Context: an optimization exercise on an open-source flow, tuned for small area, a short achievable clock period and few clock cycles per item. The choices shown serve that exercise and are no tape-out recipe. At most, simulation tests tie the RTL to the original design; equivalence was not proved. Power and IR drop assume default switching activity.

Setup of cedar:
==> module dct_add16, before the edit <==
module dct_add16(input [15:0] a, input [15:0] b, input cin, output [15:0] s);
reg [15:0] g, pp;
wire [15:0] p = a ^ b;
integer i, d;
always @(*) begin
    g  = a & b;
    g[0] = g[0] | (p[0] & cin);
    pp = p;
    for (d = 1; d < 16; d = d * 2)
        for (i = 2 * d - 1; i < 16; i = i + 2 * d) begin
            g[i]  = g[i] | (pp[i] & g[i - d]);
            pp[i] = pp[i] & pp[i - d];
        end
    for (d = 4; d >= 1; d = d / 2)
        for (i = 3 * d - 1; i < 16; i = i + 2 * d) begin
            g[i]  = g[i] | (pp[i] & g[i - d]);
            pp[i] = pp[i] & pp[i - d];
        end
end
assign s = p ^ {g[14:0], cin};
endmodule
==> flow/config.mk <==
export PLATFORM = sky130hd
export DESIGN_NAME = add_up
export DESIGN_NICKNAME = add_up
export VERILOG_FILES = /design/flow/design.v
export SDC_FILE = /design/flow/constraint.sdc
export NUM_CORES = 8
export LEC_CHECK = 0
export ABC_CLOCK_PERIOD_IN_PS = 3500
export CAP_MARGIN = 50
export CORE_MARGIN = 2
export CORE_UTILIZATION = 40
export SETUP_SLACK_MARGIN = 5
export SLEW_MARGIN = 50
==> flow/constraint.sdc <==
create_clock -name core_clock -period 9.0 [get_ports {clk}]
set_input_delay 1.8000 -clock core_clock [delete_from_list [all_inputs] [get_ports {clk}]]
set_output_delay 1.8000 -clock core_clock [all_outputs]
set_load 0.01 [all_outputs]
run.sh (not shown) runs the stock make flow with config.mk's settings and CLKGATE_MAP_FILE= SYNTH_SCRIPT=/design/flow/synth_recipe.tcl, a recipe that flattens the netlist after the stock synthesis.
cedar completed end to end with timing, DRC and antenna clean.
--- input diff cedar..indigo ---
--- a/flow/design.v
+++ b/flow/design.v
@@ -915,22 +915,5 @@
 endmodule
 module dct_add16(input [15:0] a, input [15:0] b, input cin, output [15:0] s);
-reg [15:0] g, pp;
-wire [15:0] p = a ^ b;
-integer i, d;
-always @(*) begin
-    g  = a & b;
-    g[0] = g[0] | (p[0] & cin);
-    pp = p;
-    for (d = 1; d < 16; d = d * 2)
-        for (i = 2 * d - 1; i < 16; i = i + 2 * d) begin
-            g[i]  = g[i] | (pp[i] & g[i - d]);
-            pp[i] = pp[i] & pp[i - d];
-        end
-    for (d = 4; d >= 1; d = d / 2)
-        for (i = 3 * d - 1; i < 16; i = i + 2 * d) begin
-            g[i]  = g[i] | (pp[i] & g[i - d]);
-            pp[i] = pp[i] & pp[i - d];
-        end
-end
-assign s = p ^ {g[14:0], cin};
+wire [16:0] t = {a, cin} + {b, cin};
+assign s = t[16:1];
 endmodule
[summary]
- indigo ended with every stage complete and zero timing, DRC or antenna violations.
- The number of DRC markers after the initial detailed-route iteration was comparable across cedar and indigo.
- Hold slack in indigo is 0.018 ns lower than in cedar
- In indigo, the total global-route track usage came out 0.39 points above the value in cedar.
- Power share of the clock group in indigo is 1.8 points below cedar.
- indigo vs cedar on overall die width: indigo is the higher one.
- [compare] base=cedar new=indigo: power now sits higher; area share of xor/xnor cells in the synthesized design went up 0.27 points; total vias in the final route went up by 15%.
- indigo against cedar: compound-cell area share of the yosys netlist moved up, final worst-path cycle share moved down, clock network area share moved down, setup slack moved up.
No functional check of the RTL was part of any run of this note.

========
Setup of old:
Another version of the RTL of add_up (not shown whole).
Size in the first run: about 800 flip-flops, ~92 I/O pins, ~49000 um2 of cells after synthesis.
==> module add_up, before the edit <==
module add_up(
    input [14:0] in,
    output [17:0] out1,output [17:0] out2,
    output [17:0] out4,output [17:0] out3,
    input clk,
    input rst,
    input in_valid,
    output in_ready,
    output out_valid
    );
assign in_ready = 1'b1;
reg  [3:0]  cnt;         
reg         dir;         
reg         pact;        
reg  [3:0]  pj;          
wire        take  = in_valid & ~rst;
wire        shift = take | (pact & (cnt == 4'd0));    
wire        pv    = shift & pact;                     
always @(posedge clk) begin
    if (rst) begin
        cnt <= 4'd0; pj <= 4'd0; dir <= 1'b0; pact <= 1'b0;
    end else begin
        if (pv) begin
            pj <= pj + 4'd1;
            if (pj == 4'd15) pact <= 1'b0;
        end
        if (take) begin
            cnt <= cnt + 4'd1;
            if (cnt == 4'd15) begin
                dir <= ~dir; pact <= 1'b1; pj <= 4'd0;
            end
        end
    end
end
wire [15:0] p;           
dct_array ua(.clk(clk), .shift(shift), .dir(dir), .smp(in), .p(p));
wire [3:0] x0b, x2b;     
wire [7:0] db;           
dct_serial us(.clk(clk), .pv(pv), .first(pj == 4'd0), .p(p), .x0b(x0b), .x2b(x2b), .db(db));
wire [3:0] a0 = {x0b[0], x0b[1], x0b[2], x0b[3]};      
wire [3:0] a2 = {x2b[0], x2b[1], x2b[2], x2b[3]};
wire [7:0] a1 = {db[0], db[1], db[2], db[3], db[4], db[5], db[6], db[7]};
reg  [7:0] XO;           
reg  [7:0] XE;           
reg  [1:0] V;            
reg  [3:0] J [0:1];      
reg        first, ns, last, stale;
always @(posedge clk) begin
    XO <= (pj == 4'd15) ? ~a1 : a1; XE <= {a0, a2}; J[0] <= pj; J[1] <= J[0];
    if (rst) V <= 2'd0;
    else     V <= {V[0], pv};
    first <= (J[0] == 4'd0);
    ns    <= (J[0] == 4'd1) | (J[0] == 4'd2);
    stale <= (J[0] == 4'd1) | (J[0] == 4'd2) | (J[0] == 4'd3);
    last  <= (J[0] == 4'd15);
end
wire [14:0] mask;
genvar b;
generate
    for (b = 0; b < 13; b = b + 1) begin : mk
        assign mask[b] = (J[1] >= 15 - b);
    end
endgenerate
assign mask[13] = 1'b1;
assign mask[14] = (J[1] != 4'd0);
wire vl = V[1] & (J[1] > 4'd2);      
wire [12:0] res [0:15];  
reg  [3:0]  fin;         
always @(posedge clk)
    if (rst) fin <= 4'd0;
    else     fin <= {fin[2:0], V[1] & last};
genvar k;
generate
    for (k = 0; k < 4; k = k + 1) begin : grp
        wire [13:0] c0w, c2w, h1, l1, h3, l3;
        reg  [13:0] c0, c1, c2, c3;
        if (k == 0) begin : t0
            tab0_0 u0(XE[7:4], c0w); tab1_0 u1(XO, h1, l1);
            tab2_0 u2(XE[3:0], c2w); tab3_0 u3(XO, h3, l3);
        end else if (k == 1) begin : t1
            tab0_1 u0(XE[7:4], c0w); tab1_1 u1(XO, h1, l1);
            tab2_1 u2(XE[3:0], c2w); tab3_1 u3(XO, h3, l3);
        end else if (k == 2) begin : t2
            tab0_2 u0(XE[7:4], c0w); tab1_2 u1(XO, h1, l1);
            tab2_2 u2(XE[3:0], c2w); tab3_2 u3(XO, h3, l3);
        end else begin : t3
            tab0_3 u0(XE[7:4], c0w); tab1_3 u1(XO, h1, l1);
            tab2_3 u2(XE[3:0], c2w); tab3_3 u3(XO, h3, l3);
        end
        always @(posedge clk) begin
            c0 <= c0w;
            c1 <= h1 + l1;
            c2 <= c2w;
            c3 <= h3 + l3;
        end
        dct_acc r0(.clk(clk), .v(V[1]), .vl(vl), .first(first), .ns(ns), .stale(stale), .neg(last), .mask(mask), .c(c0), .res(res[4 * k + 0]));
        dct_acc r1(.clk(clk), .v(V[1]), .vl(vl), .first(first), .ns(ns), .stale(stale), .neg(1'b0), .mask(mask), .c(c1), .res(res[4 * k + 1]));
        dct_acc r2(.clk(clk), .v(V[1]), .vl(vl), .first(first), .ns(ns), .stale(stale), .neg(last), .mask(mask), .c(c2), .res(res[4 * k + 2]));
        dct_acc r3(.clk(clk), .v(V[1]), .vl(vl), .first(first), .ns(ns), .stale(stale), .neg(1'b0), .mask(mask), .c(c3), .res(res[4 * k + 3]));
    end
endgenerate
wire [12:0] kf1, kf3;
kfix1 uk1(fin, kf1);
kfix3 uk3(fin, kf3);
wire [12:0] r0 = ({13{fin[0]}} & res[0])  | ({13{fin[1]}} & res[4])  | ({13{fin[2]}} & res[8])  | ({13{fin[3]}} & res[12]);
wire [12:0] r1 = ({13{fin[0]}} & res[1])  | ({13{fin[1]}} & res[5])  | ({13{fin[2]}} & res[9])  | ({13{fin[3]}} & res[13]);
wire [12:0] r2 = ({13{fin[0]}} & res[2])  | ({13{fin[1]}} & res[6])  | ({13{fin[2]}} & res[10]) | ({13{fin[3]}} & res[14]);
wire [12:0] r3 = ({13{fin[0]}} & res[3])  | ({13{fin[1]}} & res[7])  | ({13{fin[2]}} & res[11]) | ({13{fin[3]}} & res[15]);
reg [12:0] o1, o2, o3, o4;
reg        ov;
always @(posedge clk) begin
    if (rst) ov <= 1'b0;
    else     ov <= |fin;
    o1 <= r0;
    o2 <= r1 + kf1;
    o3 <= r2;
    o4 <= r3 + kf3;
end
assign out_valid = ov;
assign out1 = {o1, 5'd0};
assign out2 = {o2, 5'd0};
assign out3 = {o3, 5'd0};
assign out4 = {o4, 5'd0};
endmodule
clock: 9.0 ns
lec_check: 0
abc_clock_period_in_ps: 3500
cap_margin: 50
core_margin: 2
core_utilization: 40
setup_slack_margin: 5
slew_margin: 50
standard.sh (not shown) runs the stock make flow with config.mk's settings and CLKGATE_MAP_FILE= SYNTH_SCRIPT=/design/flow/synth_recipe.tcl, a recipe that flattens the netlist after the stock synthesis.
==> flow/flow/run.sh <==
#!/bin/bash
# Standard layout, repair of the worst paths aiming at a 3 ns period, plain buffers on the ports.
set -o pipefail
bash standard.sh SETUP_SLACK_MARGIN=6 TNS_END_PERCENT=5 "BUFFER_PORTS_ARGS=-buffer_cell sky130_fd_sc_hd__buf_2" finish > standard.log 2>&1
In summary, old completed successfully, with a layout that passed the timing, design-rule and antenna checks.
The inputs of new differ from those of old as listed below.
--- a/flow/design.v
+++ b/flow/design.v
@@ -751,14 +751,14 @@
 wire [3:0] a0 = {x0b[0], x0b[1], x0b[2], x0b[3]};      
 wire [3:0] a2 = {x2b[0], x2b[1], x2b[2], x2b[3]};
 wire [7:0] a1 = {db[0], db[1], db[2], db[3], db[4], db[5], db[6], db[7]};
 reg  [7:0] XO;           
-reg  [7:0] XE;           
+reg  [7:0] XE, XE1;      
 reg  [1:0] V;            
 reg  [3:0] J [0:1];      
 reg        first, ns, last, stale;
 always @(posedge clk) begin
-    XO <= (pj == 4'd15) ? ~a1 : a1; XE <= {a0, a2}; J[0] <= pj; J[1] <= J[0];
+    XO <= (pj == 4'd15) ? ~a1 : a1; XE <= {a0, a2}; XE1 <= XE; J[0] <= pj; J[1] <= J[0];
     if (rst) V <= 2'd0;
     else     V <= {V[0], pv};
     first <= (J[0] == 4'd0);
     ns    <= (J[0] == 4'd1) | (J[0] == 4'd2);
@@ -783,31 +783,29 @@
 genvar k;
 generate
     for (k = 0; k < 4; k = k + 1) begin : grp
         wire [13:0] c0w, c2w, h1, l1, h3, l3;
-        reg  [13:0] c0, c1, c2, c3;
+        reg  [13:0] c1, c3;
         if (k == 0) begin : t0
-            tab0_0 u0(XE[7:4], c0w); tab1_0 u1(XO, h1, l1);
-            tab2_0 u2(XE[3:0], c2w); tab3_0 u3(XO, h3, l3);
+            tab0_0 u0(XE1[7:4], c0w); tab1_0 u1(XO, h1, l1);
+            tab2_0 u2(XE1[3:0], c2w); tab3_0 u3(XO, h3, l3);
         end else if (k == 1) begin : t1
-            tab0_1 u0(XE[7:4], c0w); tab1_1 u1(XO, h1, l1);
-            tab2_1 u2(XE[3:0], c2w); tab3_1 u3(XO, h3, l3);
+            tab0_1 u0(XE1[7:4], c0w); tab1_1 u1(XO, h1, l1);
+            tab2_1 u2(XE1[3:0], c2w); tab3_1 u3(XO, h3, l3);
         end else if (k == 2) begin : t2
-            tab0_2 u0(XE[7:4], c0w); tab1_2 u1(XO, h1, l1);
-            tab2_2 u2(XE[3:0], c2w); tab3_2 u3(XO, h3, l3);
+            tab0_2 u0(XE1[7:4], c0w); tab1_2 u1(XO, h1, l1);
+            tab2_2 u2(XE1[3:0], c2w); tab3_2 u3(XO, h3, l3);
         end else begin : t3
-            tab0_3 u0(XE[7:4], c0w); tab1_3 u1(XO, h1, l1);
-            tab2_3 u2(XE[3:0], c2w); tab3_3 u3(XO, h3, l3);
+            tab0_3 u0(XE1[7:4], c0w); tab1_3 u1(XO, h1, l1);
+            tab2_3 u2(XE1[3:0], c2w); tab3_3 u3(XO, h3, l3);
         end
         always @(posedge clk) begin
-            c0 <= c0w;
             c1 <= h1 + l1;
-            c2 <= c2w;
             c3 <= h3 + l3;
         end
-        dct_acc r0(.clk(clk), .v(V[1]), .vl(vl), .first(first), .ns(ns), .stale(stale), .neg(last), .mask(mask), .c(c0), .res(res[4 * k + 0]));
+        dct_acc r0(.clk(clk), .v(V[1]), .vl(vl), .first(first), .ns(ns), .stale(stale), .neg(last), .mask(mask), .c(c0w), .res(res[4 * k + 0]));
         dct_acc r1(.clk(clk), .v(V[1]), .vl(vl), .first(first), .ns(ns), .stale(stale), .neg(1'b0), .mask(mask), .c(c1), .res(res[4 * k + 1]));
-        dct_acc r2(.clk(clk), .v(V[1]), .vl(vl), .first(first), .ns(ns), .stale(stale), .neg(last), .mask(mask), .c(c2), .res(res[4 * k + 2]));
+        dct_acc r2(.clk(clk), .v(V[1]), .vl(vl), .first(first), .ns(ns), .stale(stale), .neg(last), .mask(mask), .c(c2w), .res(res[4 * k + 2]));
         dct_acc r3(.clk(clk), .v(V[1]), .vl(vl), .first(first), .ns(ns), .stale(stale), .neg(1'b0), .mask(mask), .c(c3), .res(res[4 * k + 3]));
     end
 endgenerate
 wire [12:0] kf1, kf3;
Findings:
new did not stop at any stage, and its layout met the timing, design-rule and antenna checks.
Synthesized-area fraction occupied by and/or/nand/nor cells (lower): new
Compared with old, new instantiates a smaller number of standard cells.
On new: non-clock buffer count is 132 higher than what old gave.
Clock-buffer cell count, old and new: lower on new
The via count reported for new is lower than the one for old.
old has a higher number of flip-flops and latches than new.
Looking at final critical path time including I/O delays and setup, new sits 0.49 ns higher than old does.
Looking at timing endpoint of the critical path, the grp[1].r0.R[10] result is from new; the grp[2].c1[12] one comes from old.
Going from old to new, the critical path depth was found to have gone up by 2.
Function was not checked in any run of this note: the RTL went through the layout flow alone.

========
Another version of the RTL of add_up (not shown whole).
For scale: roughly 880 flip-flops, ~92 I/O pins, about 0.052 mm2 of cells after synthesis.
==> module add_up, before the edit <==
module add_up(
    input [14:0] in,
    output [17:0] out1,output [17:0] out2,
    output [17:0] out4,output [17:0] out3,
    input clk,
    input rst,
    input in_valid,
    output in_ready,
    output out_valid
    );
assign in_ready = 1'b1;
reg  [3:0]  cnt;         
reg         dir;         
reg         pact;        
reg  [3:0]  pj;          
wire        take  = in_valid & ~rst;
wire        shift = take | (pact & (cnt == 4'd0));    
wire        pv    = shift & pact;                     
always @(posedge clk) begin
    if (rst) begin
        cnt <= 4'd0; pj <= 4'd0; dir <= 1'b0; pact <= 1'b0;
    end else begin
        if (pv) begin
            pj <= pj + 4'd1;
            if (pj == 4'd15) pact <= 1'b0;
        end
        if (take) begin
            cnt <= cnt + 4'd1;
            if (cnt == 4'd15) begin
                dir <= ~dir; pact <= 1'b1; pj <= 4'd0;
            end
        end
    end
end
wire [15:0] p;           
dct_array ua(.clk(clk), .shift(shift), .dir(dir), .smp(in), .p(p));
wire [3:0] x0b, x2b;     
wire [7:0] db;           
dct_serial us(.clk(clk), .pv(pv), .first(pj == 4'd0), .p(p), .x0b(x0b), .x2b(x2b), .db(db));
wire [3:0] a0 = {x0b[0], x0b[1], x0b[2], x0b[3]};      
wire [3:0] a2 = {x2b[0], x2b[1], x2b[2], x2b[3]};
wire [7:0] a1 = {db[0], db[1], db[2], db[3], db[4], db[5], db[6], db[7]};
reg  [7:0] XO [0:3];     
reg  [7:0] XE [0:3];     
reg  [4:0] V;            
reg  [3:0] J [0:4];      
integer i;
always @(posedge clk) begin
    XO[0] <= (pj == 4'd15) ? ~a1 : a1; XE[0] <= {a0, a2}; J[0] <= pj;
    for (i = 1; i < 4; i = i + 1) begin XO[i] <= XO[i - 1]; XE[i] <= XE[i - 1]; end
    for (i = 1; i < 5; i = i + 1) J[i] <= J[i - 1];
    if (rst) V <= 5'd0;
    else     V <= {V[3:0], pv};
end
wire [12:0] res [0:15];  
reg  [3:0]  fin;         
genvar k;
generate
    for (k = 0; k < 4; k = k + 1) begin : grp
        wire [13:0] c0w, c2w, h1, l1, h3, l3;
        reg  [13:0] c0, c1, c2, c3;
        reg         first, ns, last;
        wire [14:0] mask;
        if (k == 0) begin : t0
            tab0_0 u0(XE[0][7:4], c0w); tab1_0 u1(XO[0], h1, l1);
            tab2_0 u2(XE[0][3:0], c2w); tab3_0 u3(XO[0], h3, l3);
        end else if (k == 1) begin : t1
            tab0_1 u0(XE[1][7:4], c0w); tab1_1 u1(XO[1], h1, l1);
            tab2_1 u2(XE[1][3:0], c2w); tab3_1 u3(XO[1], h3, l3);
        end else if (k == 2) begin : t2
            tab0_2 u0(XE[2][7:4], c0w); tab1_2 u1(XO[2], h1, l1);
            tab2_2 u2(XE[2][3:0], c2w); tab3_2 u3(XO[2], h3, l3);
        end else begin : t3
            tab0_3 u0(XE[3][7:4], c0w); tab1_3 u1(XO[3], h1, l1);
            tab2_3 u2(XE[3][3:0], c2w); tab3_3 u3(XO[3], h3, l3);
        end
        genvar b;
        for (b = 0; b < 13; b = b + 1) begin : mk
            assign mask[b] = (J[k + 1] >= 15 - b);
        end
        assign mask[13] = 1'b1;
        assign mask[14] = (J[k + 1] != 4'd0);
        always @(posedge clk) begin
            c0    <= c0w;
            c1    <= h1 + l1;
            c2    <= c2w;
            c3    <= h3 + l3;
            first <= (J[k] == 4'd0);
            ns    <= (J[k] == 4'd1) | (J[k] == 4'd2);
            last  <= (J[k] == 4'd15);
            if (rst) fin[k] <= 1'b0;
            else     fin[k] <= V[k + 1] & last;
        end
        dct_acc r0(.clk(clk), .v(V[k + 1]), .first(first), .ns(ns), .neg(last), .mask(mask), .c(c0),  .res(res[4 * k + 0]));
        dct_acc r1(.clk(clk), .v(V[k + 1]), .first(first), .ns(ns), .neg(1'b0), .mask(mask), .c(c1),  .res(res[4 * k + 1]));
        dct_acc r2(.clk(clk), .v(V[k + 1]), .first(first), .ns(ns), .neg(last), .mask(mask), .c(c2),  .res(res[4 * k + 2]));
        dct_acc r3(.clk(clk), .v(V[k + 1]), .first(first), .ns(ns), .neg(1'b0), .mask(mask), .c(c3),  .res(res[4 * k + 3]));
    end
endgenerate
wire [12:0] kf1, kf3;
kfix1 uk1(fin, kf1);
kfix3 uk3(fin, kf3);
wire [12:0] r0 = ({13{fin[0]}} & res[0])  | ({13{fin[1]}} & res[4])  | ({13{fin[2]}} & res[8])  | ({13{fin[3]}} & res[12]);
wire [12:0] r1 = ({13{fin[0]}} & res[1])  | ({13{fin[1]}} & res[5])  | ({13{fin[2]}} & res[9])  | ({13{fin[3]}} & res[13]);
wire [12:0] r2 = ({13{fin[0]}} & res[2])  | ({13{fin[1]}} & res[6])  | ({13{fin[2]}} & res[10]) | ({13{fin[3]}} & res[14]);
wire [12:0] r3 = ({13{fin[0]}} & res[3])  | ({13{fin[1]}} & res[7])  | ({13{fin[2]}} & res[11]) | ({13{fin[3]}} & res[15]);
reg [12:0] o1, o2, o3, o4;
reg        ov;
always @(posedge clk) begin
    if (rst) ov <= 1'b0;
    else     ov <= |fin;
    o1 <= r0;
    o2 <= r1 + kf1;
    o3 <= r2;
    o4 <= r3 + kf3;
end
assign out_valid = ov;
assign out1 = {o1, 5'd0};
assign out2 = {o2, 5'd0};
assign out3 = {o3, 5'd0};
assign out4 = {o4, 5'd0};
endmodule
==> module dct_add15, before the edit <==
module dct_add15(input [14:0] a, input [14:0] b, output [14:0] s);
assign s = a + b;
endmodule
Settings: LEC_CHECK=0, ABC_CLOCK_PERIOD_IN_PS=3500, CAP_MARGIN=50, CORE_MARGIN=2, CORE_UTILIZATION=40, SETUP_SLACK_MARGIN=5, SLEW_MARGIN=50; clock period 9.0 ns.
==> flow/flow/run.sh <==
#!/bin/bash
# Standard layout, with plain buffers on the ports.
set -o pipefail
bash standard.sh "BUFFER_PORTS_ARGS=-buffer_cell sky130_fd_sc_hd__buf_2" finish > standard.log 2>&1
Testbench counts at the start, summed over its fixed seeds: cycles 5,304, blocks 320.
Then changed:
--- a/flow/design.v
+++ b/flow/design.v
@@ -750,63 +750,61 @@
 dct_serial us(.clk(clk), .pv(pv), .first(pj == 4'd0), .p(p), .x0b(x0b), .x2b(x2b), .db(db));
 wire [3:0] a0 = {x0b[0], x0b[1], x0b[2], x0b[3]};      
 wire [3:0] a2 = {x2b[0], x2b[1], x2b[2], x2b[3]};
 wire [7:0] a1 = {db[0], db[1], db[2], db[3], db[4], db[5], db[6], db[7]};
 reg  [7:0] XO [0:3];     
-reg  [7:0] XE [0:3];     
+reg  [7:0] XE [0:4];     
 reg  [4:0] V;            
 reg  [3:0] J [0:4];      
 integer i;
 always @(posedge clk) begin
     XO[0] <= (pj == 4'd15) ? ~a1 : a1; XE[0] <= {a0, a2}; J[0] <= pj;
-    for (i = 1; i < 4; i = i + 1) begin XO[i] <= XO[i - 1]; XE[i] <= XE[i - 1]; end
-    for (i = 1; i < 5; i = i + 1) J[i] <= J[i - 1];
+    for (i = 1; i < 4; i = i + 1) XO[i] <= XO[i - 1];
+    for (i = 1; i < 5; i = i + 1) begin XE[i] <= XE[i - 1]; J[i] <= J[i - 1]; end
     if (rst) V <= 5'd0;
     else     V <= {V[3:0], pv};
 end
 wire [12:0] res [0:15];  
 reg  [3:0]  fin;         
 genvar k;
 generate
     for (k = 0; k < 4; k = k + 1) begin : grp
         wire [13:0] c0w, c2w, h1, l1, h3, l3;
-        reg  [13:0] c0, c1, c2, c3;
+        reg  [13:0] c1, c3;
         reg         first, ns, last;
         wire [14:0] mask;
         if (k == 0) begin : t0
-            tab0_0 u0(XE[0][7:4], c0w); tab1_0 u1(XO[0], h1, l1);
-            tab2_0 u2(XE[0][3:0], c2w); tab3_0 u3(XO[0], h3, l3);
+            tab0_0 u0(XE[1][7:4], c0w); tab1_0 u1(XO[0], h1, l1);
+            tab2_0 u2(XE[1][3:0], c2w); tab3_0 u3(XO[0], h3, l3);
         end else if (k == 1) begin : t1
-            tab0_1 u0(XE[1][7:4], c0w); tab1_1 u1(XO[1], h1, l1);
-            tab2_1 u2(XE[1][3:0], c2w); tab3_1 u3(XO[1], h3, l3);
+            tab0_1 u0(XE[2][7:4], c0w); tab1_1 u1(XO[1], h1, l1);
+            tab2_1 u2(XE[2][3:0], c2w); tab3_1 u3(XO[1], h3, l3);
         end else if (k == 2) begin : t2
-            tab0_2 u0(XE[2][7:4], c0w); tab1_2 u1(XO[2], h1, l1);
-            tab2_2 u2(XE[2][3:0], c2w); tab3_2 u3(XO[2], h3, l3);
+            tab0_2 u0(XE[3][7:4], c0w); tab1_2 u1(XO[2], h1, l1);
+            tab2_2 u2(XE[3][3:0], c2w); tab3_2 u3(XO[2], h3, l3);
         end else begin : t3
-            tab0_3 u0(XE[3][7:4], c0w); tab1_3 u1(XO[3], h1, l1);
-            tab2_3 u2(XE[3][3:0], c2w); tab3_3 u3(XO[3], h3, l3);
+            tab0_3 u0(XE[4][7:4], c0w); tab1_3 u1(XO[3], h1, l1);
+            tab2_3 u2(XE[4][3:0], c2w); tab3_3 u3(XO[3], h3, l3);
         end
         genvar b;
         for (b = 0; b < 13; b = b + 1) begin : mk
             assign mask[b] = (J[k + 1] >= 15 - b);
         end
         assign mask[13] = 1'b1;
         assign mask[14] = (J[k + 1] != 4'd0);
         always @(posedge clk) begin
-            c0    <= c0w;
             c1    <= h1 + l1;
-            c2    <= c2w;
             c3    <= h3 + l3;
             first <= (J[k] == 4'd0);
             ns    <= (J[k] == 4'd1) | (J[k] == 4'd2);
             last  <= (J[k] == 4'd15);
             if (rst) fin[k] <= 1'b0;
             else     fin[k] <= V[k + 1] & last;
         end
-        dct_acc r0(.clk(clk), .v(V[k + 1]), .first(first), .ns(ns), .neg(last), .mask(mask), .c(c0),  .res(res[4 * k + 0]));
+        dct_acc r0(.clk(clk), .v(V[k + 1]), .first(first), .ns(ns), .neg(last), .mask(mask), .c(c0w), .res(res[4 * k + 0]));
         dct_acc r1(.clk(clk), .v(V[k + 1]), .first(first), .ns(ns), .neg(1'b0), .mask(mask), .c(c1),  .res(res[4 * k + 1]));
-        dct_acc r2(.clk(clk), .v(V[k + 1]), .first(first), .ns(ns), .neg(last), .mask(mask), .c(c2),  .res(res[4 * k + 2]));
+        dct_acc r2(.clk(clk), .v(V[k + 1]), .first(first), .ns(ns), .neg(last), .mask(mask), .c(c2w), .res(res[4 * k + 2]));
         dct_acc r3(.clk(clk), .v(V[k + 1]), .first(first), .ns(ns), .neg(1'b0), .mask(mask), .c(c3),  .res(res[4 * k + 3]));
     end
 endgenerate
 wire [12:0] kf1, kf3;
 kfix1 uk1(fin, kf1);
@@ -911,7 +909,24 @@
 always @(posedge clk)
     if (v) R <= {sum[14] & mask[14], first ? ~c[13] : sum[13], sum[12:0] & mask[12:0]};
 assign res = R[12:0];
 endmodule
 module dct_add15(input [14:0] a, input [14:0] b, output [14:0] s);
-assign s = a + b;
+reg [14:0] g, pp;
+wire [14:0] p = a ^ b;
+integer i, d;
+always @(*) begin
+    g  = a & b;
+    pp = p;
+    for (d = 1; d < 15; d = d * 2)
+        for (i = 2 * d - 1; i < 15; i = i + 2 * d) begin
+            g[i]  = g[i] | (pp[i] & g[i - d]);
+            pp[i] = pp[i] & pp[i - d];
+        end
+    for (d = 4; d >= 1; d = d / 2)
+        for (i = 3 * d - 1; i < 15; i = i + 2 * d) begin
+            g[i]  = g[i] | (pp[i] & g[i - d]);
+            pp[i] = pp[i] & pp[i - d];
+        end
+end
+assign s = p ^ {g[13:0], 1'b0};
 endmodule
After rerunning: The changed run finished clean. Worst setup slack is worse by 98 ps. Hold slack is worse by 36 ps. Non-clock buffer count rose by 17. Routed wire length fell by 7.7%. Global-route usage fell by 0.25 points. Cell count fell by 8.4%. Maximum frequency fell by 2.6%. Synthesized cell count fell by 11%. Final area fell by 5.0%. Clock skew fell by 12 ps. Combinational power fell by 14%. Sequential power fell by 9.7%. Die area fell by 5.8%. Synthesized area fell by 5.9%.
Function not checked in the second run of this note: the RTL went through the layout flow alone.

[what the ideal ports hide]
The flow's constraints put no driver on any port. The routed layouts listed below were extracted and timed again, unchanged, in two steps.
Step 1, drivers: a clkbuf_16 drives clk and a buf_2 each remaining input, both assumed.
Step 2 moves the port delays by t, midway between the first and last clock arrival at a register: inputs arrive t later, outputs are due t later. That takes back most of the time a late clock gives input paths.
Three values: ideal, step 1, step 2; two values: the first two.
| run | t, ns | setup WS [ns] | clock arrival spread, ns |
|---|---|---|---|
| cedar | 0.742 | 4.961 / 4.961 / 4.961 | 0.045 / 0.045 |
| indigo | 0.748 | 5.029 / 5.029 / 5.029 | 0.049 / 0.049 |
| old | 0.740 | 5.619 / 5.619 / 5.281 | 0.045 / 0.045 |
| new | 0.736 | 5.129 / 5.129 / 4.664 | 0.062 / 0.063 |
| the first run of note 3 | 0.776 | 5.264 / 5.264 / 5.166 | 0.049 / 0.049 |
| the second run of note 3 | 0.742 | 5.166 / 5.166 / 5.166 | 0.038 / 0.038 |
After both steps every run listed still meets setup and hold. The setup slack of new, which loses most, moves by 0.000 ns with the drivers and by -0.465 ns with both steps.
